From an optimization exercise on the open Yosys and OpenROAD flow, aimed at small area, a short achievable clock period and few clock cycles per item; shortcuts taken in it are not production practice.
At most, simulation tests tie the RTL to the original design; equivalence was not proved.
The RTL of runs 1 to 3 was laid out without a check of its function.
No activity file was given, so power comes from the tool's default toggle rates.

File: flow/design.v
`timescale 1ns/1ps
module action_config
#(parameter
    C_S_AXI_ADDR_WIDTH = 16,
    C_S_AXI_DATA_WIDTH = 32
)(
    input                                   clk                   ,
    input                                   resetn                 ,
    input  wire [C_S_AXI_ADDR_WIDTH-1:0]   s_axi_AWADDR,
    input  wire                            s_axi_AWVALID,
    output wire                            s_axi_AWREADY,
    input  wire [C_S_AXI_DATA_WIDTH-1:0]   s_axi_WDATA,
    input  wire [C_S_AXI_DATA_WIDTH/8-1:0] s_axi_WSTRB,
    input  wire                            s_axi_WVALID,
    output wire                            s_axi_WREADY,
    output wire [1:0]                      s_axi_BRESP,
    output wire                            s_axi_BVALID,
    input  wire                            s_axi_BREADY,
    input  wire [C_S_AXI_ADDR_WIDTH-1:0]   s_axi_ARADDR,
    input  wire                            s_axi_ARVALID,
    output wire                            s_axi_ARREADY,
    output wire [C_S_AXI_DATA_WIDTH-1:0]   s_axi_RDATA,
    output wire [1:0]                      s_axi_RRESP,
    output wire                            s_axi_RVALID,
    input  wire                            s_axi_RREADY,
    output reg [31:0]                      data_collection_mode     ,
    output reg [47:0]                      fpga_mac_addr            ,
    output reg [31:0]                      fpga_ipv4_addr           ,
    output reg [31:0]                      one_over_energy          ,
    output reg [31:0]                      frames_per_trigger       ,
    output reg [7:0]                       nmodules                 ,
    output reg [3:0]                       nstorage_cells           ,
    output reg                             data_collection_start    ,
    output reg                             data_collection_cancel   ,
    input                                  data_collection_idle     ,
    input                                  qsfpdd_modprs            ,
    input [6:0]                            hbm_temperature          ,
    input                                  hbm_temp_trip            ,
    input                                  apb_complete_0           ,
    input                                  pede2gain_data_fifo_empty  ,
    input                                  pede2gain_data_fifo_full   ,
    input                                  pede2gain_addr_fifo_empty  ,
    input                                  pede2gain_addr_fifo_full   ,
    input                                  udp_fifo_empty             ,
    input                                  udp_fifo_full              ,
    input                                  host_mem_data_fifo_empty   ,
    input                                  host_mem_data_fifo_full    ,
    input                                  host_mem_cmd_fifo_empty    ,
    input                                  host_mem_cmd_fifo_full     ,
    input                                  work_req_fifo_empty        ,
    input                                  work_req_fifo_full         ,
    input                                  work_compl_fifo_empty      ,
    input                                  work_compl_fifo_full       ,
    input                                  last_data_fifo_empty       ,
    input                                  last_data_fifo_full        ,
    input                                  last_addr_fifo_empty       ,
    input                                  last_addr_fifo_full        ,
    input                                  mailbox_interrupt_0        ,
    input                                  mailbox_interrupt_1        ,
    input [63:0]                           stalls_hbm                 ,
    input [63:0]                           stalls_host                ,
    input                                  stalls_hbm_valid           ,
    input                                  stalls_host_valid          ,
    input [63:0]                           packets_processed          ,
    input                                  packets_processed_valid    ,
    input [63:0]                           packets_eth                ,
    input                                  packets_eth_valid          ,
    input [63:0]                           packets_icmp               ,
    input                                  packets_icmp_valid         ,
    input [63:0]                           packets_udp                ,
    input                                  packets_udp_valid          ,
    input [3:0]                            host_writer_err       ,
    input                                  host_writer_err_valid ,
    input                                  eth_stat_rx_status         ,
    input                                  eth_stat_rx_aligned        ,
    input                                  eth_busy                   ,
    input                                  eth_stat_rx_packet_bad_fcs ,
    input                                  mm2s_error                 ,
    input                                  s2mm_error                 ,
    output                                 qsfp_led_busy                ,
    output                                 qsfp_led_conn
);
    reg        rvalid;
    reg [31:0] rdata;
    reg [1:0]  bcnt;           
    reg        idle_r;
    reg        rst_d;          
    reg        st1, st2n, al1, al2, fcs1, fcs2, fcs_ever, busy1, busy2n;
    reg [6:0]  temp_r, maxtemp;
    reg        trip_r, trip_ever, modprs_r;
    reg [17:0] fifo_r;
    reg [3:0]  hwerr;
    reg [63:0] c_shost, c_shbm, c_pproc, c_peth, c_picmp, c_pudp;
    reg        v_shost, v_shbm, v_pproc, v_peth, v_picmp, v_pudp;
    reg        awready_r, wready_r;
    reg        q0v, q1v;
    reg [4:0]  q0c, q1c;
    assign s_axi_AWREADY = awready_r;
    assign s_axi_WREADY  = wready_r;
    assign s_axi_BVALID  = (bcnt != 2'd0);
    assign s_axi_BRESP   = 2'b00;
    wire aw_hs = s_axi_AWVALID & awready_r;
    wire wr    = s_axi_WVALID & wready_r;
    wire b_hs  = s_axi_BVALID & s_axi_BREADY;
    wire aw_hi0 = (s_axi_AWADDR[15:7] == 9'd0) && (s_axi_AWADDR[1:0] == 2'd0);
    wire [4:0] aw_code = {aw_hi0 && (s_axi_AWADDR[6:2] == 5'd0),
                          aw_hi0 && (s_axi_AWADDR[6:5] == 2'b11),
                          s_axi_AWADDR[4:2]};
    wire       n_q0v = q1v | (q0v & ~wr) | (aw_hs & ~(q0v & ~wr));
    wire       n_q1v = (q1v & ~wr) | (aw_hs & q0v & ~wr);
    wire [1:0] n_bcnt = bcnt + {1'b0, wr} - {1'b0, b_hs};
    always @(posedge clk) begin
        if (!resetn) begin
            q0v <= 1'b0;
            q1v <= 1'b0;
            bcnt <= 2'd0;
            awready_r <= 1'b1;
            wready_r <= 1'b0;
        end else begin
            q0v <= n_q0v;
            q1v <= n_q1v;
            bcnt <= n_bcnt;
            awready_r <= ~n_q1v;
            wready_r <= n_q0v & (n_bcnt != 2'd3);
        end
    end
    always @(posedge clk) begin
        if (q1v ? wr : (~q0v | wr))
            q0c <= q1v ? q1c : aw_code;
        if (~q1v)
            q1c <= aw_code;
    end
    wire w_ap  = wr && q0c[4];
    wire w_cfg = wr && q0c[3] && idle_r;
    wire [2:0] w_idx = q0c[2:0];
    wire [31:0] wd = s_axi_WDATA & {32{resetn}};
    wire [7:0]  w_sel = {8{w_cfg}} & (8'd1 << w_idx);
    wire [3:0] be_maclo  = ({4{w_sel[0]}} & s_axi_WSTRB) | {4{~resetn}};
    wire [3:0] be_machi  = ({4{w_sel[1]}} & s_axi_WSTRB) | {4{~resetn}};
    wire [3:0] be_ipv4   = ({4{w_sel[2]}} & s_axi_WSTRB) | {4{~resetn}};
    wire [3:0] be_nmod   = ({4{w_sel[3]}} & s_axi_WSTRB) | {4{~resetn}};
    wire [3:0] be_mode   = ({4{w_sel[4]}} & s_axi_WSTRB) | {4{~resetn}};
    wire [3:0] be_energy = ({4{w_sel[5]}} & s_axi_WSTRB) | {4{~resetn}};
    wire [3:0] be_frames = ({4{w_sel[6]}} & s_axi_WSTRB) | {4{~resetn}};
    wire [3:0] be_nsc    = ({4{w_sel[7]}} & s_axi_WSTRB) | {4{~resetn}};
    integer i;
    always @(posedge clk) begin
        for (i = 0; i < 4; i = i + 1) begin
            if (be_maclo[i])  fpga_mac_addr[8*i +: 8]    <= wd[8*i +: 8];
            if (be_ipv4[i])   fpga_ipv4_addr[8*i +: 8]   <= wd[8*i +: 8];
            if (be_mode[i])   data_collection_mode[8*i +: 8] <= wd[8*i +: 8];
            if (be_energy[i]) one_over_energy[8*i +: 8]  <= wd[8*i +: 8];
            if (be_frames[i]) frames_per_trigger[8*i +: 8] <= wd[8*i +: 8];
        end
        for (i = 0; i < 2; i = i + 1)
            if (be_machi[i])  fpga_mac_addr[32+8*i +: 8] <= wd[8*i +: 8];
        if (be_nmod[0]) nmodules       <= wd[7:0];
        if (be_nsc[0])  nstorage_cells <= wd[3:0];
    end
    always @(posedge clk) begin
        if (!resetn)
            data_collection_start <= 1'b0;
        else if (!idle_r)
            data_collection_start <= 1'b0;
        else if (w_ap && s_axi_WSTRB[0] && s_axi_WDATA[0])
            data_collection_start <= 1'b1;
    end
    always @(posedge clk) begin
        if (!resetn)
            data_collection_cancel <= 1'b0;
        else if (w_ap && s_axi_WSTRB[0])
            data_collection_cancel <= s_axi_WDATA[2];
    end
    reg        arready_r, svalid;
    reg [31:0] sdata;
    assign s_axi_ARREADY = arready_r;
    assign s_axi_RVALID  = rvalid;
    assign s_axi_RDATA   = rdata;
    assign s_axi_RRESP   = 2'b00;
    wire ar_hs     = s_axi_ARVALID & arready_r;
    wire main_free = ~rvalid | s_axi_RREADY;
    always @(posedge clk) begin
        if (!resetn) begin
            rvalid <= 1'b0;
            svalid <= 1'b0;
            arready_r <= 1'b1;
        end else begin
            if (main_free)
                rvalid <= svalid | ar_hs;
            if (svalid) begin
                if (main_free) begin
                    svalid <= 1'b0;
                    arready_r <= 1'b1;
                end
            end else if (ar_hs && !main_free) begin
                svalid <= 1'b1;
                arready_r <= 1'b0;
            end else
                arready_r <= 1'b1;
        end
    end
    wire [31:0] ap_ctrl = {4'd0, hwerr, 5'd0,
                           ~(modprs_r & rst_d), mailbox_interrupt_1, mailbox_interrupt_0,
                           fcs_ever, apb_complete_0, trip_ever, trip_r,
                           s2mm_error, mm2s_error, al2, ~st2n,
                           5'd0, data_collection_cancel, idle_r, data_collection_start};
    reg [31:0] rmux;
    always @(*) begin
        rmux = 32'd0;
        case (s_axi_ARADDR[6:2])
            5'd0:  rmux = ap_ctrl;
            5'd4:  rmux = 32'h52324158;
            5'd6:  rmux = {25'd0, temp_r};
            5'd7:  rmux = {25'd0, maxtemp};
            5'd8:  rmux = 32'd8;
            5'd9:  rmux = 32'd1;
            5'd10: rmux = c_shost[31:0]  & {32{v_shost}};
            5'd11: rmux = c_shost[63:32] & {32{v_shost}};
            5'd12: rmux = c_shbm[31:0]   & {32{v_shbm}};
            5'd13: rmux = c_shbm[63:32]  & {32{v_shbm}};
            5'd14: rmux = {12'd0, fifo_r[17:4], 2'd0, fifo_r[3:0]} & {32{rst_d}};
            5'd16: rmux = c_pproc[31:0]  & {32{v_pproc}};
            5'd17: rmux = c_pproc[63:32] & {32{v_pproc}};
            5'd18: rmux = c_peth[31:0]   & {32{v_peth}};
            5'd19: rmux = c_peth[63:32]  & {32{v_peth}};
            5'd20: rmux = c_picmp[31:0]  & {32{v_picmp}};
            5'd21: rmux = c_picmp[63:32] & {32{v_picmp}};
            5'd22: rmux = c_pudp[31:0]   & {32{v_pudp}};
            5'd23: rmux = c_pudp[63:32]  & {32{v_pudp}};
            5'd24: rmux = fpga_mac_addr[31:0];
            5'd25: rmux = {16'd0, fpga_mac_addr[47:32]};
            5'd26: rmux = fpga_ipv4_addr;
            5'd27: rmux = {24'd0, nmodules};
            5'd28: rmux = data_collection_mode;
            5'd29: rmux = one_over_energy;
            5'd30: rmux = frames_per_trigger;
            5'd31: rmux = {28'd0, nstorage_cells};
            default: rmux = 32'd0;
        endcase
        if (s_axi_ARADDR[15:7] != 9'd0 || s_axi_ARADDR[1:0] != 2'd0)
            rmux = 32'd0;
    end
    always @(posedge clk) begin
        if (main_free)
            rdata <= svalid ? sdata : rmux;
        if (!svalid)
            sdata <= rmux;
    end
    always @(posedge clk) begin
        st1    <= eth_stat_rx_status;
        st2n   <= ~st1;
        al1    <= eth_stat_rx_aligned;
        al2    <= al1;
        fcs1   <= eth_stat_rx_packet_bad_fcs;
        fcs2   <= fcs1;
        busy1  <= eth_busy;
        busy2n <= ~busy1;
        temp_r <= hbm_temperature;
        trip_r <= hbm_temp_trip;
        rst_d  <= resetn;
        modprs_r <= qsfpdd_modprs;
        fifo_r <= {last_addr_fifo_full, last_addr_fifo_empty,
                   last_data_fifo_full, last_data_fifo_empty,
                   work_compl_fifo_full, work_compl_fifo_empty,
                   work_req_fifo_full, work_req_fifo_empty,
                   host_mem_cmd_fifo_full, host_mem_cmd_fifo_empty,
                   host_mem_data_fifo_full, host_mem_data_fifo_empty,
                   udp_fifo_full, udp_fifo_empty,
                   pede2gain_addr_fifo_full, pede2gain_addr_fifo_empty,
                   pede2gain_data_fifo_full, pede2gain_data_fifo_empty};
    end
    assign qsfp_led_conn = st2n;
    assign qsfp_led_busy = busy2n;
    always @(posedge clk) begin
        if (!resetn) begin
            idle_r    <= 1'b1;
            trip_ever <= 1'b0;
            fcs_ever  <= 1'b0;
            maxtemp   <= 7'd0;
            hwerr     <= 4'd0;
        end else begin
            idle_r <= data_collection_idle;
            if (hbm_temp_trip) trip_ever <= 1'b1;
            if (fcs2) fcs_ever <= 1'b1;
            if (temp_r > maxtemp) maxtemp <= temp_r;
            if (host_writer_err_valid) hwerr <= host_writer_err;
        end
    end
    always @(posedge clk) begin
        if (stalls_host_valid)       c_shost <= stalls_host;
        if (stalls_hbm_valid)        c_shbm  <= stalls_hbm;
        if (packets_processed_valid) c_pproc <= packets_processed;
        if (packets_eth_valid)       c_peth  <= packets_eth;
        if (packets_icmp_valid)      c_picmp <= packets_icmp;
        if (packets_udp_valid)       c_pudp  <= packets_udp;
    end
    always @(posedge clk) begin
        if (!resetn) begin
            v_shost <= 1'b0; v_shbm <= 1'b0; v_pproc <= 1'b0;
            v_peth  <= 1'b0; v_picmp <= 1'b0; v_pudp <= 1'b0;
        end else begin
            if (stalls_host_valid)       v_shost <= 1'b1;
            if (stalls_hbm_valid)        v_shbm  <= 1'b1;
            if (packets_processed_valid) v_pproc <= 1'b1;
            if (packets_eth_valid)       v_peth  <= 1'b1;
            if (packets_icmp_valid)      v_picmp <= 1'b1;
            if (packets_udp_valid)       v_pudp  <= 1'b1;
        end
    end
endmodule
File: flow/flow/run.sh
#!/bin/bash
# Standard ORFS flow, with small port buffers and no CTS dummy loads.
set -e
cp standard.sh standard.sh.txt 2>/dev/null || true
export BUFFER_PORTS_ARGS="-buffer_cell sky130_fd_sc_hd__buf_1"
export CTS_ARGS="-sink_clustering_enable -repair_clock_nets -dont_use_dummy_load"
bash standard.sh > standard.log 2>&1
File: flow/standard.sh
#!/bin/bash
# synth_recipe.tcl (not shown) runs the flow's synth.tcl, then flattens the netlist and writes it again
# the make line also repeats each setting of config.mk as NAME=value (left out here)
make -C /OpenROAD-flow-scripts/flow DESIGN_CONFIG=/design/flow/config.mk WORK_HOME=/design/flow/orfs CLKGATE_MAP_FILE= SYNTH_SCRIPT=/design/flow/synth_recipe.tcl "${@:-finish}"
File: flow/config.mk
export PLATFORM = sky130hd
export DESIGN_NAME = action_config
export DESIGN_NICKNAME = action_config
export VERILOG_FILES = /design/flow/design.v
export SDC_FILE = /design/flow/constraint.sdc
export NUM_CORES = 4
export LEC_CHECK = 0
export CAP_MARGIN = 20
export CORE_MARGIN = 2
export CORE_UTILIZATION = 40
export SETUP_SLACK_MARGIN = 1.5
export SLEW_MARGIN = 20
File: flow/constraint.sdc
create_clock -name core_clock -period 4.0 [get_ports {clk}]
set_input_delay 0.8000 -clock core_clock [delete_from_list [all_inputs] [get_ports {clk}]]
set_output_delay 0.8000 -clock core_clock [all_outputs]
set_load 0.01 [all_outputs]
==> results by group, run 1 <==
Run status
  – Status: no timing/DRC/antenna violations

Place
  – Post-DP HPWL: 92.2 mm
  – Placed cell area: 0.0308 mm²
  – Post-Place Cells: 3292
  – Number of port buffers: 735
  – GPL Wtd Cong: 0.994
  – Post-Place Worst Slack: -281 ps

Drt
  – Wire per inst: 35.3 µm
  – Final wirelength: 121 mm
  – Via density: 5.90
  – Vias: 20.2k
  – Drt initial violations: around 2.7k
  – Initial DRT Pass Iterations: 6
  – Routed Antenna Nets: 0
  – DRC viols: 0

Worst setup path
  – CP required: between 4000 and 5000 ps
  – CP Launch Type: input pin
  – Cell chain of the critical path: buf_6 -> buf_8 -> and3_4 -> and3_4 -> a222oi_1 -> nand4_1 -> o21ai_4 -> nand3_1
  – Worst r2r path cells: 6
  – CP Buf/Inv Count: 2
  – Crit Path Max Fanout: 6
  – Largest delay share family, worst path: simple AND/OR/NAND/NOR gates
  – Critical path class: in2reg
  – Slowest stage cell, crit path: nand4_1
  – Arrival time worst endpoint: approximately 3100 ps
  – Crit-path most repeated cell: and3_4
  – CP max stage delay: 550 ps
  – WP depth: 8
  – R2R Setup Slk: about 1700 ps
  – CP Capture Type: flip-flop

Global route
  – GR Util All Layers: about a third
  – Initial antenna violation count: 21
  – Vias in the first global route: 19.6k
  – Pin count of the biggest net entering global routing: 66
  – Global-route wire length before repair: 159 mm
  – Grt total ovfl: 0

Clock tree
  – Clock Sinks: 713
  – CTS tree: built
  – CTS Root Cell: clkbuf_16
  – Worst skew pair latency: between 600 and 700 ps
  – Cts-stage hold buffer count: 0
  – CTS buffer count: 76
  – CTS clk-pin slew, worst paths: 60 ps
  – Htree depth: 3
  – Clock buffer depth: 3

STA
  – Final min period: 2690 ps
  – Max-slew violation count: 0
  – Fmax: 372 MHz
  – Final worst path period share: between 60% and 70%
  – Setup Skew: around 41 ps
  – Tightest Pin Transition: approximately 1100 ps
  – Setup-failing EPs final: 0
  – Final hold violation count: 0
  – Post-route setup slack: 1310 ps
  – RSZ-0062 raised after global routing: no
  – Max_slew headroom: 29.4%
  – TNS Setup: 0 ps
  – Worst Hold Slack: between 200 and 300 ps

Final layout
  – Fillers: between 5k and 6k
  – Synth-to-Final Area Change: 25.8%
  – Ratio of cells with drive above 1 in the final layout: 11.8%
  – Finished Cell Area: ~0.034 mm²
  – Register area: between 0.02 and 0.025 mm²
  – Final net count: 3064
  – Multi-input logic area: 0.00605 mm²
  – Non-filler cells in the finished layout: 3428

Worst hold path
  – Hold crit path type: in2reg
  – Hold-critical path depth: 1

Synthesis
  – Async S/R FF share, synth: 0%
  – Most numerous cell in the Yosys netlist: edfxtp_1
  – Register area share after synthesis: 76.5%
  – Synth Area per Inst: between 15 and 20 µm²
  – Most frequent cells after synthesis: edfxtp_1 (609), nand2_1 (173), dfxtp_1 (104)
  – Syn. warnings: 1
  – Yosys cell types: ~70
  – Yosys reg bits: 713
  – Synth top area cells: edfxtp_1 (69%), dfxtp_1 (7.8%), mux2i_1 (2.7%)
  – Post-synth EDFFs: 609
  – Post-synth top area cell: edfxtp_1
  – Mapped Area: 0.0266 mm²
  – Mapped Cells: 1706
  – Primary FF master, synth: edfxtp_1
  – Share of the synthesized area in the top cell type: between 60% and 70%

Die
  – Boundary Pins: 740
  – Die height: between 200 and 300 µm
  – Die ar.: about 0.069 mm²
  – FP Rows: 94
  – Die W: 262 µm
  – Initial core utilization: 40.4%
  – Core area: ~0.066 mm²

Power
  – Cell Pwr Density: 482 mW/mm²
  – Max IR drop VDD: 0.289 mV
  – Pleak: about 0.011 µW

Flow run
  – Maxcap violations: 0
-- cell type report --
type                       instances  area share, %
sequential                       713           60.8
multi-input combinational        874           18.1
timing repair buffer             863           11.9
clock buffer                      76           5.68
tap                              864           3.23
inverter                          20          0.224
antenna                           18          0.134
-- through the flow --
step	util (%)	total power (µW)
2_1_floorplan	-	9360
3_3_place_gp	46.7	10200
3_5_place_dp	46.7	10200
4_1_cts	50.4	16200
5_1_grt	50.9	16600
6_report	50.9	16200
-- report_power, final --
group / total, µW / internal [µW] / switching [µW]
combinational: 1220 / 402 / 815
sequential: 8930 / 8640 / 290
clock: 6020 / 3330 / 2690
total: 16200 / 12400 / 3790
-- cell families after synthesis --
logic type / share of synthesized area [%]
buffers and inverters: 2.11
AND/OR/NAND/NOR: 7.27
XOR/XNOR: 0.0658
other: 0.0141
adder cells (fa/ha/maj): 0.423
multiplexers: 3.36
AO/OA/AOI/OAI: 10.3
flip-flops: 76.5
-- layout by cell type (no fill, tap or decap), drive strengths merged, types with 21 or more instances in the layout --
cell type and count:
nand2 174, dfxtp 104, mux2i 73, o21ai 63, nand3 42, nor4 22, buf 858, o22ai 21
a21oi 58, a22oi 60, edfxtp 609, and2 40, nor2 26, o221ai 73, clkbuf 81
-- worst reg2reg max path: stages, from the launching register on --
cell and delay, ps:
dfxtp_4 470, buf_4 340, nand2_1 210, o21ai_0 120, a21oi_1 130, o311ai_0 300
o41a_1 480
-- state kept, by name, indices dropped and copies added (netlist names), 2 cells and up --
register              flops
bcnt                      2
c_peth                   64
c_picmp                  64
c_pproc                  64
c_pudp                   64
c_shbm                   64
c_shost                  64
data_collection_mode     32
fifo_r                   18
fpga_ipv4_addr           32
fpga_mac_addr            48
frames_per_trigger       32
hwerr                     4
maxtemp                   7
nmodules                  8
nstorage_cells            4
one_over_energy          32
q0c                       5
q1c                       5
rdata                    32
sdata                    32
temp_r                    7
-- repair_timing --
item / CTS / global route
setup buffers: 28 / 9
gates resized for setup: 79 / 35
setup endpoints to repair: 65 / 28
pin swaps: 26 / 25
gates cloned: 2 / 3
-- routing by layer --
metal / global-route usage (%) / vias up / wire (µm)
met5: 0 / - / 34
met3: 8.78 / 230 / 12100
met4: 12.2 / 6 / 4960
li1: - / 8405 / -
met1: 43.7 / 10300 / 45800
met2: 56.4 / 1324 / 58100
-- final timing paths --
check | start | endpoint
worst min register to register | al1 | al2
worst max-delay path | s_axi_ARADDR[4] | rdata[4]
worst max register to register | svalid | rdata[3]
worst min-delay path | work_req_fifo_full | fifo_r[11]
==> run 2, diff against run 1 <==
--- a/flow/design.v
+++ b/flow/design.v
@@ -92,47 +92,23 @@
     reg [3:0]  hwerr;
     reg [63:0] c_shost, c_shbm, c_pproc, c_peth, c_picmp, c_pudp;
     reg        v_shost, v_shbm, v_pproc, v_peth, v_picmp, v_pudp;
-    reg        awready_r, wready_r;
-    reg        q0v, q1v;
-    reg [4:0]  q0c, q1c;
-    assign s_axi_AWREADY = awready_r;
-    assign s_axi_WREADY  = wready_r;
+    wire wr_ok = (bcnt != 2'd3);
+    assign s_axi_AWREADY = wr_ok & s_axi_WVALID;
+    assign s_axi_WREADY  = wr_ok & s_axi_AWVALID;
     assign s_axi_BVALID  = (bcnt != 2'd0);
     assign s_axi_BRESP   = 2'b00;
-    wire aw_hs = s_axi_AWVALID & awready_r;
-    wire wr    = s_axi_WVALID & wready_r;
-    wire b_hs  = s_axi_BVALID & s_axi_BREADY;
+    wire wr = s_axi_AWVALID & s_axi_WVALID & wr_ok;
+    wire b_hs = s_axi_BVALID & s_axi_BREADY;
+    always @(posedge clk) begin
+        if (!resetn)
+            bcnt <= 2'd0;
+        else
+            bcnt <= bcnt + {1'b0, wr} - {1'b0, b_hs};
+    end
     wire aw_hi0 = (s_axi_AWADDR[15:7] == 9'd0) && (s_axi_AWADDR[1:0] == 2'd0);
-    wire [4:0] aw_code = {aw_hi0 && (s_axi_AWADDR[6:2] == 5'd0),
-                          aw_hi0 && (s_axi_AWADDR[6:5] == 2'b11),
-                          s_axi_AWADDR[4:2]};
-    wire       n_q0v = q1v | (q0v & ~wr) | (aw_hs & ~(q0v & ~wr));
-    wire       n_q1v = (q1v & ~wr) | (aw_hs & q0v & ~wr);
-    wire [1:0] n_bcnt = bcnt + {1'b0, wr} - {1'b0, b_hs};
-    always @(posedge clk) begin
-        if (!resetn) begin
-            q0v <= 1'b0;
-            q1v <= 1'b0;
-            bcnt <= 2'd0;
-            awready_r <= 1'b1;
-            wready_r <= 1'b0;
-        end else begin
-            q0v <= n_q0v;
-            q1v <= n_q1v;
-            bcnt <= n_bcnt;
-            awready_r <= ~n_q1v;
-            wready_r <= n_q0v & (n_bcnt != 2'd3);
-        end
-    end
-    always @(posedge clk) begin
-        if (q1v ? wr : (~q0v | wr))
-            q0c <= q1v ? q1c : aw_code;
-        if (~q1v)
-            q1c <= aw_code;
-    end
-    wire w_ap  = wr && q0c[4];
-    wire w_cfg = wr && q0c[3] && idle_r;
-    wire [2:0] w_idx = q0c[2:0];
+    wire w_ap   = wr && aw_hi0 && (s_axi_AWADDR[6:2] == 5'd0);
+    wire w_cfg  = wr && aw_hi0 && (s_axi_AWADDR[6:5] == 2'b11) && idle_r;
+    wire [2:0] w_idx = s_axi_AWADDR[4:2];
     wire [31:0] wd = s_axi_WDATA & {32{resetn}};
     wire [7:0]  w_sel = {8{w_cfg}} & (8'd1 << w_idx);
     wire [3:0] be_maclo  = ({4{w_sel[0]}} & s_axi_WSTRB) | {4{~resetn}};
@@ -171,80 +147,54 @@
         else if (w_ap && s_axi_WSTRB[0])
             data_collection_cancel <= s_axi_WDATA[2];
     end
-    reg        arready_r, svalid;
-    reg [31:0] sdata;
-    assign s_axi_ARREADY = arready_r;
+    assign s_axi_ARREADY = ~rvalid | s_axi_RREADY;
     assign s_axi_RVALID  = rvalid;
     assign s_axi_RDATA   = rdata;
     assign s_axi_RRESP   = 2'b00;
-    wire ar_hs     = s_axi_ARVALID & arready_r;
-    wire main_free = ~rvalid | s_axi_RREADY;
-    always @(posedge clk) begin
-        if (!resetn) begin
+    always @(posedge clk) begin
+        if (!resetn)
             rvalid <= 1'b0;
-            svalid <= 1'b0;
-            arready_r <= 1'b1;
-        end else begin
-            if (main_free)
-                rvalid <= svalid | ar_hs;
-            if (svalid) begin
-                if (main_free) begin
-                    svalid <= 1'b0;
-                    arready_r <= 1'b1;
-                end
-            end else if (ar_hs && !main_free) begin
-                svalid <= 1'b1;
-                arready_r <= 1'b0;
-            end else
-                arready_r <= 1'b1;
-        end
+        else if (s_axi_ARREADY)
+            rvalid <= s_axi_ARVALID;
     end
     wire [31:0] ap_ctrl = {4'd0, hwerr, 5'd0,
                            ~(modprs_r & rst_d), mailbox_interrupt_1, mailbox_interrupt_0,
                            fcs_ever, apb_complete_0, trip_ever, trip_r,
                            s2mm_error, mm2s_error, al2, ~st2n,
                            5'd0, data_collection_cancel, idle_r, data_collection_start};
-    reg [31:0] rmux;
-    always @(*) begin
-        rmux = 32'd0;
-        case (s_axi_ARADDR[6:2])
-            5'd0:  rmux = ap_ctrl;
-            5'd4:  rmux = 32'h52324158;
-            5'd6:  rmux = {25'd0, temp_r};
-            5'd7:  rmux = {25'd0, maxtemp};
-            5'd8:  rmux = 32'd8;
-            5'd9:  rmux = 32'd1;
-            5'd10: rmux = c_shost[31:0]  & {32{v_shost}};
-            5'd11: rmux = c_shost[63:32] & {32{v_shost}};
-            5'd12: rmux = c_shbm[31:0]   & {32{v_shbm}};
-            5'd13: rmux = c_shbm[63:32]  & {32{v_shbm}};
-            5'd14: rmux = {12'd0, fifo_r[17:4], 2'd0, fifo_r[3:0]} & {32{rst_d}};
-            5'd16: rmux = c_pproc[31:0]  & {32{v_pproc}};
-            5'd17: rmux = c_pproc[63:32] & {32{v_pproc}};
-            5'd18: rmux = c_peth[31:0]   & {32{v_peth}};
-            5'd19: rmux = c_peth[63:32]  & {32{v_peth}};
-            5'd20: rmux = c_picmp[31:0]  & {32{v_picmp}};
-            5'd21: rmux = c_picmp[63:32] & {32{v_picmp}};
-            5'd22: rmux = c_pudp[31:0]   & {32{v_pudp}};
-            5'd23: rmux = c_pudp[63:32]  & {32{v_pudp}};
-            5'd24: rmux = fpga_mac_addr[31:0];
-            5'd25: rmux = {16'd0, fpga_mac_addr[47:32]};
-            5'd26: rmux = fpga_ipv4_addr;
-            5'd27: rmux = {24'd0, nmodules};
-            5'd28: rmux = data_collection_mode;
-            5'd29: rmux = one_over_energy;
-            5'd30: rmux = frames_per_trigger;
-            5'd31: rmux = {28'd0, nstorage_cells};
-            default: rmux = 32'd0;
-        endcase
-        if (s_axi_ARADDR[15:7] != 9'd0 || s_axi_ARADDR[1:0] != 2'd0)
-            rmux = 32'd0;
-    end
-    always @(posedge clk) begin
-        if (main_free)
-            rdata <= svalid ? sdata : rmux;
-        if (!svalid)
-            sdata <= rmux;
+    wire ar_in = (s_axi_ARADDR[15:7] == 9'd0) && (s_axi_ARADDR[1:0] == 2'd0);
+    wire [31:0] rsel = {31'd0, ar_in} << s_axi_ARADDR[6:2];
+    wire [31:0] rmux =
+          ({32{rsel[0]}}  & ap_ctrl)
+        | ({32{rsel[4]}}  & 32'h52324158)
+        | ({32{rsel[6]}}  & {25'd0, temp_r})
+        | ({32{rsel[7]}}  & {25'd0, maxtemp})
+        | ({32{rsel[8]}}  & 32'd8)
+        | ({32{rsel[9]}}  & 32'd1)
+        | ({32{rsel[10] & v_shost}} & c_shost[31:0])
+        | ({32{rsel[11] & v_shost}} & c_shost[63:32])
+        | ({32{rsel[12] & v_shbm}}  & c_shbm[31:0])
+        | ({32{rsel[13] & v_shbm}}  & c_shbm[63:32])
+        | ({32{rsel[14] & rst_d}}   & {12'd0, fifo_r[17:4], 2'd0, fifo_r[3:0]})
+        | ({32{rsel[16] & v_pproc}} & c_pproc[31:0])
+        | ({32{rsel[17] & v_pproc}} & c_pproc[63:32])
+        | ({32{rsel[18] & v_peth}}  & c_peth[31:0])
+        | ({32{rsel[19] & v_peth}}  & c_peth[63:32])
+        | ({32{rsel[20] & v_picmp}} & c_picmp[31:0])
+        | ({32{rsel[21] & v_picmp}} & c_picmp[63:32])
+        | ({32{rsel[22] & v_pudp}}  & c_pudp[31:0])
+        | ({32{rsel[23] & v_pudp}}  & c_pudp[63:32])
+        | ({32{rsel[24]}} & fpga_mac_addr[31:0])
+        | ({32{rsel[25]}} & {16'd0, fpga_mac_addr[47:32]})
+        | ({32{rsel[26]}} & fpga_ipv4_addr)
+        | ({32{rsel[27]}} & {24'd0, nmodules})
+        | ({32{rsel[28]}} & data_collection_mode)
+        | ({32{rsel[29]}} & one_over_energy)
+        | ({32{rsel[30]}} & frames_per_trigger)
+        | ({32{rsel[31]}} & {28'd0, nstorage_cells});
+    always @(posedge clk) begin
+        if (s_axi_ARREADY)
+            rdata <= rmux;
     end
     always @(posedge clk) begin
         st1    <= eth_stat_rx_status;
==> flow/flow/run.sh (replaced) <==
#!/bin/bash
# Standard ORFS flow, with small port buffers and no CTS dummy loads.
set -e
export BUFFER_PORTS_ARGS="-buffer_cell sky130_fd_sc_hd__buf_1"
export CTS_ARGS="-sink_clustering_enable -repair_clock_nets -dont_use_dummy_load"
bash standard.sh > standard.log 2>&1
--- a/flow/config.mk
+++ b/flow/config.mk
@@ -7,6 +7,6 @@
 export LEC_CHECK = 0
 export CAP_MARGIN = 20
 export CORE_MARGIN = 2
-export CORE_UTILIZATION = 40
-export SETUP_SLACK_MARGIN = 1.5
+export CORE_UTILIZATION = 55
+export SETUP_SLACK_MARGIN = 1.8
 export SLEW_MARGIN = 20
==> run 2 against run 1 <==
Against the previous run:
- still clean on timing, DRC and antenna
- critical path depth did not move
- sequential power fell by 4.9%
- clock power fell by 9.8%
- combinational power fell by 19%
- non-clock buffer count rose by 34
- final cell count fell by 15%
- fmax fell by 10%
- register-to-register slack got worse by 320 ps
==> results by group, run 2 <==
Run status
  – Status: no timing/DRC/antenna violations (unchanged)

STA
  – Final min period: 3000 ps (was 2690 ps)
  – Setup Skew: 22.9 ps (was 41.3 ps)
  – Tightest Pin Transition: 1180 ps (was 1060 ps)
  – Max-slew violation count: 0 (unchanged)
  – Final hold violation count: 0 (unchanged)
  – RSZ-0062 raised after global routing: yes (was no)
  – Fmax: 333 MHz (was 372 MHz)
  – Final worst path period share: 75.0% (was 67.2%)
  – TNS Setup: 0 ps (unchanged)
  – Setup-failing EPs final: 0 (unchanged)
  – Post-route setup slack: 1000 ps (was 1310 ps)
  – Max_slew headroom: 21.3% (was 29.4%)

Worst setup path
  – CP required: 4320 ps (was 4360 ps)
  – CP max stage delay: 990 ps (was 550 ps)
  – CP Launch Type: input pin (unchanged)
  – Slowest stage cell, crit path: a222oi_1 (was nand4_1)
  – CP Capture Type: flip-flop (unchanged)
  – Critical path class: in2reg (unchanged)
  – Crit Path Max Fanout: 7 (was 6)
  – Arrival time worst endpoint: 3320 ps (was 3050 ps)
  – Cell chain of the critical path: buf_6 -> or4b_4 -> nor4_4 -> and2_4 -> buf_12 -> a222oi_1 -> inv_1 -> or4_1 (was buf_6 -> buf_8 -> and3_4 -> and3_4 -> a222oi_1 -> nand4_1 -> o21ai_4 -> nand3_1)

Synthesis
  – Yosys reg bits: 665 (was 713)
  – Synth Area per Inst: 17.6 µm² (was 15.6 µm²)
  – Share of the synthesized area in the top cell type: 73.7% (was 68.7%)
  – Syn. warnings: 1 (unchanged)
  – Synth top area cells: edfxtp_1 (74%), dfxtp_1 (5.0%), a22oi_1 (4.4%) (was edfxtp_1 (69%), dfxtp_1 (7.8%), mux2i_1 (2.7%))
  – Most frequent cells after synthesis: edfxtp_1 (604), a22oi_1 (145), dfxtp_1 (61) (was edfxtp_1 (609), nand2_1 (173), dfxtp_1 (104))
  – Yosys cell types: 59 (was 72)
  – Post-synth EDFFs: 604 (was 609)
  – Async S/R FF share, synth: 0% (unchanged)
  – Mapped Cells: 1398 (was 1706)
  – Primary FF master, synth: edfxtp_1 (unchanged)
  – Register area share after synthesis: 78.6% (was 76.5%)
  – Post-synth top area cell: edfxtp_1 (unchanged)
  – Most numerous cell in the Yosys netlist: edfxtp_1 (unchanged)
  – Mapped Area: 0.0246 mm² (was 0.0266 mm²)

Die
  – Boundary Pins: 740 (unchanged)
  – Core area: 0.0442 mm² (was 0.0659 mm²)
  – Die height: 216 µm (was 262 µm)
  – FP Rows: 77 (was 94)
  – Die ar.: 0.0465 mm² (was 0.0686 mm²)
  – Initial core utilization: 55.7% (was 40.4%)
  – Die W: 216 µm (was 262 µm)

Power
  – Cell Pwr Density: 463 mW/mm² (was 482 mW/mm²)
  – Max IR drop VDD: 0.372 mV (was 0.289 mV)
  – Pleak: 0.0113 µW (was 0.0114 µW)

Flow run
  – Maxcap violations: 0 (unchanged)

Drt
  – Final wirelength: 104 mm (was 121 mm)
  – Wire per inst: 35.6 µm (was 35.3 µm)
  – Initial DRT Pass Iterations: 6 (unchanged)
  – DRC viols: 0 (unchanged)
  – Routed Antenna Nets: 0 (unchanged)
  – Drt initial violations: 3393 (was 2720)
  – Via density: 6.56 (was 5.90)
  – Vias: 19.1k (was 20.2k)

Final layout
  – Commonest non-fill, non-tap cell in the layout: buf_1 (unchanged)
  – Synth-to-Final Area Change: 30.8% (was 25.8%)
  – Final net count: 2802 (was 3064)
  – Most frequent cells in the layout: buf_1 (711), edfxtp_1 (604), a22oi_1 (125) (was buf_1 (723), edfxtp_1 (609), nand2_1 (169))
  – Ratio of cells with drive above 1 in the final layout: 17.4% (was 11.8%)
  – Fillers: 2943 (was 5758)

Clock tree
  – CTS Root Cell: clkbuf_16 (unchanged)
  – Worst skew pair latency: 600 ps (was 620 ps)
  – CTS buffer count: 68 (was 76)
  – Clock Sinks: 665 (was 713)
  – Cts-stage hold buffer count: 0 (unchanged)
  – Htree depth: 3 (unchanged)
  – Clock buffer depth: 3 (unchanged)
  – CTS clk-pin slew, worst paths: 60 ps (about the same)
  – CTS tree: built (unchanged)

Global route
  – Pin count of the biggest net entering global routing: 66 (unchanged)
  – GR Util All Layers: 43.6% (was 34.2%)
  – Global-route wire length before repair: 139 mm (was 159 mm)
  – Vias in the first global route: 17.9k (was 19.6k)
  – Initial antenna violation count: 36 (was 21)
  – Grt total ovfl: 0 (unchanged)

Place
  – Post-Place Worst Slack: 197 ps (was -281 ps)
  – GPL Wtd Cong: 0.976 (was 0.994)
  – Post-DP HPWL: 72.9 mm (was 92.2 mm)
  – Number of port buffers: 735 (unchanged)

Worst hold path
  – Hold crit path type: in2reg (unchanged)
==> run 2: changes by cell type after synthesis, sizes merged, moves of 47 or more <==
cell | before | now
a21oi | 58 | 3
a22oi | 60 | 146
and3 | 9 | 56
mux2i | 73 | 16
nand2 | 174 | 37
o221ai | 73 | 0
==> run 2: worst max-delay path: cells and delay by family <==
family | cells | cell delay [ps]
AO/OA/AOI/OAI | 1 | 990
AND/OR/NAND/NOR | 4 | 990
buffers and inverters | 3 | 540
==> run 2: area by class of cell <==
| type | count | area [µm²] | share of cell area [%] |
|---|---|---|---|
| flip-flops and latches | 665 | 19400 | 60.1 |
| inverters | 19 | 71.3 | 0.221 |
| multi-input cells | 635 | 5470 | 17.0 |
| diodes | 31 | 77.6 | 0.241 |
| clock buffers | 68 | 1700 | 5.28 |
| repair buffers | 897 | 4780 | 14.8 |
| well taps | 592 | 741 | 2.30 |
==> run 2: power by group <==
part / leakage, µW / switching (µW) / internal, µW
Combinational: 0.00405 / 646 / 339
Sequential: 0.00645 / 314 / 8180
Clock: 0.000838 / 2450 / 2990
==> run 2: metrics by stage <==
step	hold WS, ps	utilization, %	power [µW]	area [µm²]	std cells
finish	288	72.8	14900	32200	2907
global route	275	72.7	15200	32200	2893
detailed placement	313	64.1	9490	28300	2686
CTS	270	71.6	14800	31700	2856
global placement	316	64.1	9490	28300	2686
floorplan	310	-	8770	25000	1401
==> run 2: cells by family after synthesis <==
logic type / count (synthesis) / synth area share, %
adder cells (fa/ha/maj): 9 / 0.458
AND/OR/NAND/NOR: 285 / 7.31
other: 1 / 0.0152
AO/OA/AOI/OAI: 314 / 10.3
multiplexers: 17 / 0.696
flip-flops: 665 / 78.6
buffers and inverters: 105 / 2.51
XOR/XNOR: 2 / 0.0712
==> run 2: metal layers <==
layer  wire length (µm)  global-route usage [%]  vias up
met5                113                       0        -
met4               5390                    20.5       18
met3              15300                    14.2      311
met2              48200                    67.8     1895
met1              34600                    56.1     9289
li1                   -                       -     7548
==> run 2: what timing repair did <==
action,CTS,global route
setup endpoints to repair,182,201
endpoints found under the hold margin,0,0
resized for setup,132,63
buffers inserted,90,19
cloned,12,1
pin swaps,57,63
==> run 2: worst paths after layout <==
| kind | startpoint | end | slack, ps | depth (start not counted) |
|---|---|---|---|---|
| worst min register to register | fcs1 | fcs2 | 330 | 0 |
| worst min-delay path | eth_busy | busy1 | 290 | 1 |
| worst max register to register | one_over_energy[18] | rdata[18] | 1360 | 3 |
| worst max-delay path | s_axi_ARADDR[4] | rdata[18] | 1000 | 8 |
==> run 3, diff against run 2 <==
==> flow/flow/run.sh (replaced) <==
#!/bin/bash
# Standard ORFS flow, with small port buffers, larger clock sink clusters and no CTS dummy loads.
set -e
export BUFFER_PORTS_ARGS="-buffer_cell sky130_fd_sc_hd__buf_1"
export CTS_ARGS="-sink_clustering_enable -repair_clock_nets -dont_use_dummy_load -sink_clustering_size 24 -sink_clustering_max_diameter 120"
bash standard.sh > standard.log 2>&1
==> run 3 against run 2 <==
Against the previous run:
- still clean on timing, DRC and antenna
- sequential share of layout area up 2.1 points
- setup slack better by 76 ps
- clock skew up 8.7 ps
- clock-buffer cell count down 37
- cell area down 3.3%
- critical path depth unchanged
- hold slack worse by 36 ps
- fmax up 2.6%
- die area unchanged
- flip-flop and latch count unchanged
- power down 13%
- critical path type unchanged
- largest cell class unchanged
==> results by group, run 3 <==
Synthesis
  – Most numerous cell in the Yosys netlist: edfxtp_1 (unchanged)
  – Mapped Cells: 1398 (unchanged)
  – Yosys reg bits: 665 (unchanged)
  – Most frequent cells after synthesis: edfxtp_1 (604), a22oi_1 (145), dfxtp_1 (61) (unchanged)
  – Synth Area per Inst: 17.6 µm² (unchanged)
  – Share of the synthesized area in the top cell type: 73.7% (unchanged)
  – Mapped Area: 0.0246 mm² (unchanged)
  – Register area share after synthesis: 78.6% (unchanged)
  – Async S/R FF share, synth: 0% (unchanged)
  – Primary FF master, synth: edfxtp_1 (unchanged)
  – Yosys cell types: 59 (unchanged)
  – Syn. warnings: 1 (unchanged)
  – Post-synth top area cell: edfxtp_1 (unchanged)
  – Post-synth EDFFs: 604 (unchanged)
  – Synth top area cells: edfxtp_1 (74%), dfxtp_1 (5.0%), a22oi_1 (4.4%) (unchanged)

Die
  – Die height: 216 µm (unchanged)
  – Boundary Pins: 740 (unchanged)
  – FP Rows: 77 (unchanged)
  – Die ar.: 0.0465 mm² (unchanged)
  – Initial core utilization: 55.7% (unchanged)
  – Die W: 216 µm (unchanged)
  – Core area: 0.0442 mm² (unchanged)

Worst setup path
  – CP startpoint: s_axi_ARADDR[4] (unchanged)
  – Critical path class: in2reg (unchanged)
  – Crit-path most repeated cell: buf_6
  – Cell chain of the critical path: buf_6 -> or4b_4 -> nor4_4 -> and2_4 -> buf_6 -> a222oi_1 -> inv_1 -> or4_1 (was buf_6 -> or4b_4 -> nor4_4 -> and2_4 -> buf_12 -> a222oi_1 -> inv_1 -> or4_1)
  – CP max stage delay: 970 ps (was 990 ps)
  – CP required: 4370 ps (was 4320 ps)
  – Largest delay share family, worst path: simple AND/OR/NAND/NOR gates (unchanged)
  – CP Launch Type: input pin (unchanged)
  – Slowest stage cell, crit path: a222oi_1 (unchanged)
  – CP Capture Type: flip-flop (unchanged)
  – CP Buf/Inv Count: 3 (unchanged)
  – WP depth: 8 (unchanged)
  – R2R Setup Slk: 1380 ps (was 1360 ps)
  – Worst r2r path cells: 3 (unchanged)
  – Crit Path Max Fanout: 3 (was 7)
  – Arrival time worst endpoint: 3290 ps (was 3320 ps)
  – Reg-to-reg critical path startpoint: one_over_energy[18] (unchanged)
  – Worst R2R End: rdata[18] (unchanged)

Clock tree
  – CTS buffer count: 31 (was 68)
  – CTS clk-pin slew, worst paths: 90 ps (was 60 ps)
  – Htree depth: 1 (was 3)
  – Cts-stage hold buffer count: 0 (unchanged)
  – Clock Sinks: 665 (unchanged)
  – CTS Root Cell: clkbuf_16 (unchanged)
  – Clock buffer depth: 3 (unchanged)
  – CTS tree: built (unchanged)
  – Worst skew pair latency: 640 ps (was 600 ps)

Final layout
  – Ratio of cells with drive above 1 in the final layout: 15.7% (was 17.4%)
  – Most frequent cells in the layout: buf_1 (703), edfxtp_1 (604), a22oi_1 (121) (was buf_1 (711), edfxtp_1 (604), a22oi_1 (125))
  – Multi-input logic area: 0.00539 mm² (was 0.00547 mm²)
  – Commonest non-fill, non-tap cell in the layout: buf_1 (unchanged)
  – Final design utilization: 70.4% (was 72.8%)
  – Synth-to-Final Area Change: 26.5% (was 30.8%)
  – Fillers: 3098 (was 2943)
  – Register area: 0.0194 mm² (about the same)
  – Final net count: 2749 (was 2802)

Drt
  – Vias: 18.6k (was 19.1k)
  – Wire per inst: 35.9 µm (was 35.6 µm)
  – Routed Antenna Nets: 0 (unchanged)
  – Initial DRT Pass Iterations: 9 (was 6)
  – Final wirelength: 102 mm (was 104 mm)
  – Drt initial violations: 3334 (was 3393)
  – DRC viols: 0 (unchanged)
  – Via density: 6.54 (was 6.56)

STA
  – Max_slew headroom: 18.4% (was 21.3%)
  – Max-slew violation count: 0 (unchanged)
  – Setup-failing EPs final: 0 (unchanged)
  – Final min period: 2920 ps (was 3000 ps)
  – Fmax: 342 MHz (was 333 MHz)
  – TNS Setup: 0 ps (unchanged)
  – Final hold violation count: 0 (unchanged)
  – Tightest Pin Transition: 1220 ps (was 1180 ps)
  – Post-route setup slack: 1080 ps (was 1000 ps)
  – Worst Hold Slack: 252 ps (was 288 ps)
  – Final worst path period share: 73.1% (was 75.0%)
  – RSZ-0062 raised after global routing: yes (unchanged)
  – Setup Skew: 31.6 ps (was 22.9 ps)

Power
  – Pleak: 0.0108 µW (was 0.0113 µW)
  – Cell Pwr Density: 415 mW/mm² (was 463 mW/mm²)
  – Max IR drop VDD: 0.458 mV (was 0.372 mV)
  – Power Total: 12900 µW (was 14900 µW)

Worst hold path
  – Hold wc startpoint: hbm_temperature[2] (was eth_busy)
  – WHS Endpoint: temp_r[2] (was busy1)
  – Hold crit path type: in2reg (unchanged)
  – Hold-critical path depth: 1 (unchanged)

Global route
  – Vias in the first global route: 17.3k (was 17.9k)
  – Grt total ovfl: 0 (unchanged)
  – Pin count of the biggest net entering global routing: 66 (unchanged)
  – GR Util All Layers: 42.2% (was 43.6%)
  – Global-route wire length before repair: 135 mm (was 139 mm)
  – Initial antenna violation count: 30 (was 36)

Run status
  – Status: no timing/DRC/antenna violations (unchanged)

Place
  – Post-DP HPWL: 72.9 mm (unchanged)
  – Number of port buffers: 735 (unchanged)
  – GPL Wtd Cong: 0.976 (unchanged)
  – Post-Place Worst Slack: 197 ps (unchanged)

Flow run
  – Maxcap violations: 0 (unchanged)
-- run 3: cell types whose count changed in the layout (fill, tap and decap cells not counted), moves of 3 or more --
cell	previous run	this run
clkbuf_16	69	34
buf_1	711	703
a22oi_1	125	121
a2111oi_0	3	6
clkbuf_2	3	10
a221oi_2	12	8
a221oi_1	26	31
buf_8	6	3
buf_4	94	73
buf_12	30	38
diode_2	31	28
a22oi_2	21	25
-- run 3: cell type report --
class / count / area share (%)
repair buffers: 882 / 15.1
clock buffers: 31 / 2.49
diodes: 28 / 0.225
flip-flops and latches: 665 / 62.2
inverters: 19 / 0.229
well taps: 592 / 2.38
multi-input cells: 634 / 17.3
-- run 3: cell families (layout without fill, tap and decap cells) --
group	Yosys count	count (layout)	synth area share [%]
AO/OA/AOI/OAI	314	314	10.3
multiplexers	17	17	0.696
flip-flops	665	665	78.6
buffers and inverters	105	932	2.51
AND/OR/NAND/NOR	285	288	7.31
adder cells (fa/ha/maj)	9	9	0.458
other	1	32	0.0152
XOR/XNOR	2	2	0.0712
-- run 3: worst max path at each step --
stage,end,slack (ps)
3_5_place_dp,rdata[18],200
5_1_grt,rdata[18],1210
6_report,rdata[18],1080
2_1_floorplan,rdata[20],1280
4_1_cts,rdata[18],1180
3_3_place_gp,rdata[18],300
-- run 3: power breakdown --
part / switching (µW) / leakage [µW] / internal (µW) / total (µW)
logic: 647 / 0.00396 / 347 / 994
clock network: 2080 / 0.000382 / 1380 / 3460
registers: 313 / 0.00645 / 8160 / 8480
total: 3040 / 0.0108 / 9890 / 12900
-- run 3: metrics by stage --
stage | cells | area [µm²]
floorplan | 1401 | 25000
global placement | 2686 | 28300
detailed placement | 2686 | 28300
CTS | 2778 | 30100
global route | 2834 | 31100
finish | 2851 | 31100
-- run 3: repair_timing --
item	4_1_cts	5_1_grt
pin swaps	40	68
endpoints found under the hold margin	0	0
cloned	7	3
setup endpoints to repair	143	169
buffers inserted	54	41
gates resized for setup	94	102
-- run 3: metal layers --
metal  wire [µm]  vias to the layer above  GRT usage [%]
met4        4860                       20           16.2
met1       34900                     9204           54.9
met5         113                        -              0
met2       48200                     1712           67.9
met3       14300                      280           12.1
li1            -                     7423              -
==> run 4, diff against run 3 <==
--- a/flow/design.v
+++ b/flow/design.v
@@ -162,36 +162,49 @@
                            fcs_ever, apb_complete_0, trip_ever, trip_r,
                            s2mm_error, mm2s_error, al2, ~st2n,
                            5'd0, data_collection_cancel, idle_r, data_collection_start};
-    wire ar_in = (s_axi_ARADDR[15:7] == 9'd0) && (s_axi_ARADDR[1:0] == 2'd0);
-    wire [31:0] rsel = {31'd0, ar_in} << s_axi_ARADDR[6:2];
-    wire [31:0] rmux =
-          ({32{rsel[0]}}  & ap_ctrl)
-        | ({32{rsel[4]}}  & 32'h52324158)
-        | ({32{rsel[6]}}  & {25'd0, temp_r})
-        | ({32{rsel[7]}}  & {25'd0, maxtemp})
-        | ({32{rsel[8]}}  & 32'd8)
-        | ({32{rsel[9]}}  & 32'd1)
-        | ({32{rsel[10] & v_shost}} & c_shost[31:0])
-        | ({32{rsel[11] & v_shost}} & c_shost[63:32])
-        | ({32{rsel[12] & v_shbm}}  & c_shbm[31:0])
-        | ({32{rsel[13] & v_shbm}}  & c_shbm[63:32])
-        | ({32{rsel[14] & rst_d}}   & {12'd0, fifo_r[17:4], 2'd0, fifo_r[3:0]})
-        | ({32{rsel[16] & v_pproc}} & c_pproc[31:0])
-        | ({32{rsel[17] & v_pproc}} & c_pproc[63:32])
-        | ({32{rsel[18] & v_peth}}  & c_peth[31:0])
-        | ({32{rsel[19] & v_peth}}  & c_peth[63:32])
-        | ({32{rsel[20] & v_picmp}} & c_picmp[31:0])
-        | ({32{rsel[21] & v_picmp}} & c_picmp[63:32])
-        | ({32{rsel[22] & v_pudp}}  & c_pudp[31:0])
-        | ({32{rsel[23] & v_pudp}}  & c_pudp[63:32])
-        | ({32{rsel[24]}} & fpga_mac_addr[31:0])
-        | ({32{rsel[25]}} & {16'd0, fpga_mac_addr[47:32]})
-        | ({32{rsel[26]}} & fpga_ipv4_addr)
-        | ({32{rsel[27]}} & {24'd0, nmodules})
-        | ({32{rsel[28]}} & data_collection_mode)
-        | ({32{rsel[29]}} & one_over_energy)
-        | ({32{rsel[30]}} & frames_per_trigger)
-        | ({32{rsel[31]}} & {28'd0, nstorage_cells});
+    wire [31:0] w [0:31];
+    assign w[0]  = ap_ctrl;
+    assign w[1]  = 32'd0;
+    assign w[2]  = 32'd0;
+    assign w[3]  = 32'd0;
+    assign w[4]  = 32'h52324158;
+    assign w[5]  = 32'd0;
+    assign w[6]  = {25'd0, temp_r};
+    assign w[7]  = {25'd0, maxtemp};
+    assign w[8]  = 32'd8;
+    assign w[9]  = 32'd1;
+    assign w[10] = c_shost[31:0]  & {32{v_shost}};
+    assign w[11] = c_shost[63:32] & {32{v_shost}};
+    assign w[12] = c_shbm[31:0]   & {32{v_shbm}};
+    assign w[13] = c_shbm[63:32]  & {32{v_shbm}};
+    assign w[14] = {12'd0, fifo_r[17:4], 2'd0, fifo_r[3:0]} & {32{rst_d}};
+    assign w[15] = 32'd0;
+    assign w[16] = c_pproc[31:0]  & {32{v_pproc}};
+    assign w[17] = c_pproc[63:32] & {32{v_pproc}};
+    assign w[18] = c_peth[31:0]   & {32{v_peth}};
+    assign w[19] = c_peth[63:32]  & {32{v_peth}};
+    assign w[20] = c_picmp[31:0]  & {32{v_picmp}};
+    assign w[21] = c_picmp[63:32] & {32{v_picmp}};
+    assign w[22] = c_pudp[31:0]   & {32{v_pudp}};
+    assign w[23] = c_pudp[63:32]  & {32{v_pudp}};
+    assign w[24] = fpga_mac_addr[31:0];
+    assign w[25] = {16'd0, fpga_mac_addr[47:32]};
+    assign w[26] = fpga_ipv4_addr;
+    assign w[27] = {24'd0, nmodules};
+    assign w[28] = data_collection_mode;
+    assign w[29] = one_over_energy;
+    assign w[30] = frames_per_trigger;
+    assign w[31] = {28'd0, nstorage_cells};
+    wire [1:0] alo = s_axi_ARADDR[3:2];
+    wire [2:0] ahi = s_axi_ARADDR[6:4];
+    wire [31:0] g [0:7];
+    genvar gi;
+    generate
+        for (gi = 0; gi < 8; gi = gi + 1) begin : grp
+            assign g[gi] = w[4*gi + alo];
+        end
+    endgenerate
+    wire [31:0] rmux = ((s_axi_ARADDR[15:7] == 9'd0) && (s_axi_ARADDR[1:0] == 2'd0)) ? g[ahi] : 32'd0;
     always @(posedge clk) begin
         if (s_axi_ARREADY)
             rdata <= rmux;
==> flow/flow/run.sh (replaced) <==
#!/bin/bash
# Standard ORFS flow, with small port buffers, large clock sink clusters and no CTS dummy loads.
set -e
export BUFFER_PORTS_ARGS="-buffer_cell sky130_fd_sc_hd__buf_1"
export CTS_ARGS="-sink_clustering_enable -repair_clock_nets -dont_use_dummy_load -sink_clustering_size 25 -sink_clustering_max_diameter 80"
bash standard.sh > standard.log 2>&1
--- a/flow/config.mk
+++ b/flow/config.mk
@@ -7,6 +7,6 @@
 export LEC_CHECK = 0
 export CAP_MARGIN = 20
 export CORE_MARGIN = 2
-export CORE_UTILIZATION = 55
-export SETUP_SLACK_MARGIN = 1.8
-export SLEW_MARGIN = 20
+export CORE_UTILIZATION = 50
+export SETUP_SLACK_MARGIN = 1.75
+export SLEW_MARGIN = 60
==> run 4 against run 3 <==
Against the previous run:
- sequential share of layout area decreased by 0.65 points
- hold slack better by 45 ps
- clock-buffer cell count is 5 higher
- die area rose by 16%
- largest cell class unchanged
- routed wire length shrank 6.6%
- critical path type unchanged
- area after synthesis rose by 5.9%
- synthesized cell count increased by 17%
- highest routed layer unchanged
- fmax increased by 31%
- critical endpoint is now rdata[1]
- non-clock buffer count shrank 73
- register-to-register slack better by 450 ps
==> results by group, run 4 <==
Drt
  – Drt initial violations: 1736 (was 3334)
  – Via density: 5.86 (was 6.54)
  – Final wirelength: 95.6 mm (was 102 mm)
  – Wire per inst: 31.0 µm (was 35.9 µm)
  – Vias: 18.1k (was 18.6k)
  – Routed Antenna Nets: 0 (unchanged)
  – DRC viols: 0 (unchanged)
  – Initial DRT Pass Iterations: 7 (was 9)

Worst setup path
  – Arrival time worst endpoint: 2580 ps (was 3290 ps)
  – R2R Setup Slk: 1830 ps (was 1380 ps)
  – CP max stage delay: 360 ps (was 970 ps)
  – CP required: 4350 ps (was 4370 ps)
  – Cell chain of the critical path: clkbuf_8 -> and2_4 -> buf_4 -> mux2i_1 -> o22ai_1 -> a21oi_1 -> a31oi_1 -> a21o_1 (was buf_6 -> or4b_4 -> nor4_4 -> and2_4 -> buf_6 -> a222oi_1 -> inv_1 -> or4_1)
  – CP Buf/Inv Count: 2 (was 3)
  – CP Launch Type: input pin (unchanged)
  – Slowest stage cell, crit path: a21oi_1 (was a222oi_1)
  – CP startpoint: s_axi_ARADDR[2] (was s_axi_ARADDR[4])
  – Critical path class: in2reg (unchanged)
  – CP Capture Type: flip-flop (unchanged)
  – Reg-to-reg critical path startpoint: v_shost (was one_over_energy[18])
  – Crit Path Max Fanout: 16 (was 3)
  – Largest delay share family, worst path: compound AO/OA/AOI/OAI gates (was simple AND/OR/NAND/NOR gates)

Clock tree
  – Htree depth: 2 (was 1)
  – Cts-stage hold buffer count: 0 (unchanged)
  – Clock buffer depth: 3 (unchanged)
  – CTS tree: built (unchanged)
  – CTS Root Cell: clkbuf_16 (unchanged)
  – CTS clk-pin slew, worst paths: 90 ps (about the same)
  – CTS buffer count: 36 (was 31)
  – Clock Sinks: 665 (unchanged)
  – Worst skew pair latency: 590 ps (was 640 ps)

Power
  – Power Total: 13700 µW (was 12900 µW)
  – Cell Pwr Density: 437 mW/mm² (was 415 mW/mm²)
  – Pleak: 0.0110 µW (was 0.0108 µW)
  – Max IR drop VDD: 0.449 mV (was 0.458 mV)

Run status
  – Status: no timing/DRC/antenna violations (unchanged)

STA
  – RSZ-0062 raised after global routing: yes (unchanged)
  – Fmax: 448 MHz (was 342 MHz)
  – Final worst path period share: 55.8% (was 73.1%)
  – Setup-failing EPs final: 0 (unchanged)
  – TNS Setup: 0 ps (unchanged)
  – Max-slew violation count: 0 (unchanged)
  – Worst Hold Slack: 297 ps (was 252 ps)
  – Final hold violation count: 0 (unchanged)
  – Setup Skew: 32.3 ps (was 31.6 ps)
  – Max_slew headroom: 59.8% (was 18.4%)
  – Final min period: 2230 ps (was 2920 ps)
  – Tightest Pin Transition: 604 ps (was 1220 ps)

Die
  – Die ar.: 0.0540 mm² (was 0.0465 mm²)
  – FP Rows: 83 (was 77)
  – Boundary Pins: 740 (unchanged)
  – Initial core utilization: 50.7% (was 55.7%)
  – Die W: 232 µm (was 216 µm)
  – Die height: 232 µm (was 216 µm)
  – Core area: 0.0514 mm² (was 0.0442 mm²)

Final layout
  – Final net count: 2905 (was 2749)
  – Fillers: 4154 (was 3098)
  – Most frequent cells in the layout: buf_1 (721), edfxtp_1 (604), mux2i_1 (233) (was buf_1 (703), edfxtp_1 (604), a22oi_1 (121))
  – Synth-to-Final Area Change: 20.6% (was 26.5%)
  – Commonest non-fill, non-tap cell in the layout: buf_1 (unchanged)
  – Final design utilization: 61.2% (was 70.4%)
  – Ratio of cells with drive above 1 in the final layout: 8.63% (was 15.7%)

Synthesis
  – Register area share after synthesis: 74.2% (was 78.6%)
  – Primary FF master, synth: edfxtp_1 (unchanged)
  – Yosys cell types: 57 (was 59)
  – Syn. warnings: 1 (unchanged)
  – Synth Area per Inst: 15.9 µm² (was 17.6 µm²)
  – Share of the synthesized area in the top cell type: 69.6% (was 73.7%)
  – Synth top area cells: edfxtp_1 (70%), mux2i_1 (8.9%), dfxtp_1 (4.7%) (was edfxtp_1 (74%), dfxtp_1 (5.0%), a22oi_1 (4.4%))
  – Mapped Cells: 1640 (was 1398)
  – Post-synth top area cell: edfxtp_1 (unchanged)
  – Async S/R FF share, synth: 0% (unchanged)
  – Mapped Area: 0.0261 mm² (was 0.0246 mm²)
  – Post-synth EDFFs: 604 (unchanged)
  – Most frequent cells after synthesis: edfxtp_1 (604), mux2i_1 (233), nand2_1 (101) (was edfxtp_1 (604), a22oi_1 (145), dfxtp_1 (61))
  – Most numerous cell in the Yosys netlist: edfxtp_1 (unchanged)
  – Yosys reg bits: 665 (unchanged)

Place
  – Post-DP HPWL: 73.0 mm (was 72.9 mm)
  – GPL Wtd Cong: 0.951 (was 0.976)
  – Number of port buffers: 735 (unchanged)

Flow run
  – Maxcap violations: 0 (unchanged)

Global route
  – Vias in the first global route: 17.6k (was 17.3k)
  – Initial antenna violation count: 21 (was 30)
  – Pin count of the biggest net entering global routing: 72 (was 66)
  – GR Util All Layers: 34.2% (was 42.2%)
  – Grt total ovfl: 0 (unchanged)
  – Global-route wire length before repair: 128 mm (was 135 mm)

Worst hold path
  – Hold crit path type: in2reg (unchanged)
  – Hold wc startpoint: host_mem_data_fifo_full (was hbm_temperature[2])
==> run 4: cell types whose count changed after synthesis, sizes merged, moves of 29 or more <==
cell	change
a222oi	-42
a221oi	-35
a22oi	-111
o21ai	+59
a22o	-29
mux2i	+217
nor2	+34
a21oi	+54
and3	-51
o22ai	+81
nand2	+64
==> run 4: worst reg2reg max path, stage by stage, from the launching register on <==
cell and delay (ps):
dfxtp_1 410, nand2_2 130, or4_4 590, buf_4 180
a21oi_2 170, a211oi_1 100, a31oi_1 340, a21o_1 120
==> run 4: cell type report <==
| type | instances | area, µm² | share of cell area (%) |
|---|---|---|---|
| Antenna cell | 20 | 50.0 | 0.159 |
| Clock buffer | 36 | 901 | 2.86 |
| Inverter | 22 | 82.6 | 0.263 |
| Multi-Input combinational cell | 855 | 6500 | 20.7 |
| Sequential cell | 665 | 19400 | 61.6 |
| Tap cell | 680 | 851 | 2.71 |
| Timing Repair Buffer | 809 | 3700 | 11.8 |
==> run 4: power by group <==
part,switching [µW],internal [µW],leakage [µW]
Combinational,1000,581,0.00406
Sequential,258,8160,0.00645
Clock,2130,1620,0.000444
Total,3390,10400,0.0110
==> run 4: stage by stage <==
step                      std cells  instance area, µm²  setup WS, ps
final                          3087               31500          1770
after CTS                      3058               31100          1740
after global placement         3000               29700           608
after floorplan                1643               26300          1600
after detailed placement       3000               29800           737
after global routing           3080               31400          1730
==> run 4: path summary, 6_finish.rpt <==
kind / end / cells after the start
worst max-delay path: rdata[1] / 8
worst min-delay path: fifo_r[7] / 1
worst max register to register: rdata[14] / 7
worst min register to register: al2 / 0
==> run 4: logic make-up after synthesis <==
| kind of cell | after synthesis | share of synthesized area, % |
|---|---|---|
| flip-flops | 665 | 74.2 |
| AO/OA/AOI/OAI | 325 | 7.84 |
| AND/OR/NAND/NOR | 269 | 4.97 |
| multiplexers | 245 | 9.94 |
| buffers and inverters | 124 | 2.51 |
| adder cells (fa/ha/maj) | 9 | 0.432 |
| XOR/XNOR | 2 | 0.0672 |
| other | 1 | 0.0144 |
==> run 4: routing by layer <==
metal	track usage (%)	part of all wire, %	up-vias
met5	0	0.078	-
met3	8.62	9.6	150
met1	42.8	36	9127
met4	11.8	3.4	12
li1	-	-	7835
met2	58.0	51	978
==> run 4: timing repair <==
action / CTS / global route
hold endpoints to repair: 0 / 0
resized for setup: 28 / 41
setup buffers: 20 / 7
cloned: 2 / 1
pin swaps: 7 / 12
setup endpoints to repair: 85 / 150
Testbench counts of run 4, summed over its fixed seeds: cycles 2,995, transactions 4,800.

-- what the ideal ports hide --
The results above use ideal ports. As a check the final layouts listed here were re-extracted and re-timed, cells and wires unchanged.
Step 1 assumes that a clkbuf_16 drives the clock port and a buf_2 every other input.
Step 2 moves the port delays by t, midway between the first and last clock arrival at a register: inputs arrive t later, outputs are due t later. That takes back most of the time a late clock gives input paths.
Three values: no drivers, after step 1, after step 2; two values: the first two.
| run | shift t [ns] | setup WS [ns] | worst register clock-pin slew, ns | worst data-port slew with drivers (ns) | pins driven straight from the clock port |
|---|---|---|---|---|---|
| run 1 | 0.668 | 1.311 / 1.329 / 0.661 | 0.06 / 0.06 | 0.16 | 1 |
| run 2 | 0.647 | 1.000 / 1.020 / 0.374 | 0.06 / 0.06 | 0.18 | 1 |
| run 3 | 0.680 | 1.076 / 1.097 / 0.417 | 0.11 / 0.11 | 0.18 | 1 |
| run 4 | 0.639 | 1.767 / 1.759 / 1.120 | 0.10 / 0.10 | 0.17 | 1 |
After both steps every run listed still meets setup and hold. For run 3, which loses most, drivers alone change the setup slack by +0.021 ns; drivers and shift together by -0.659 ns.
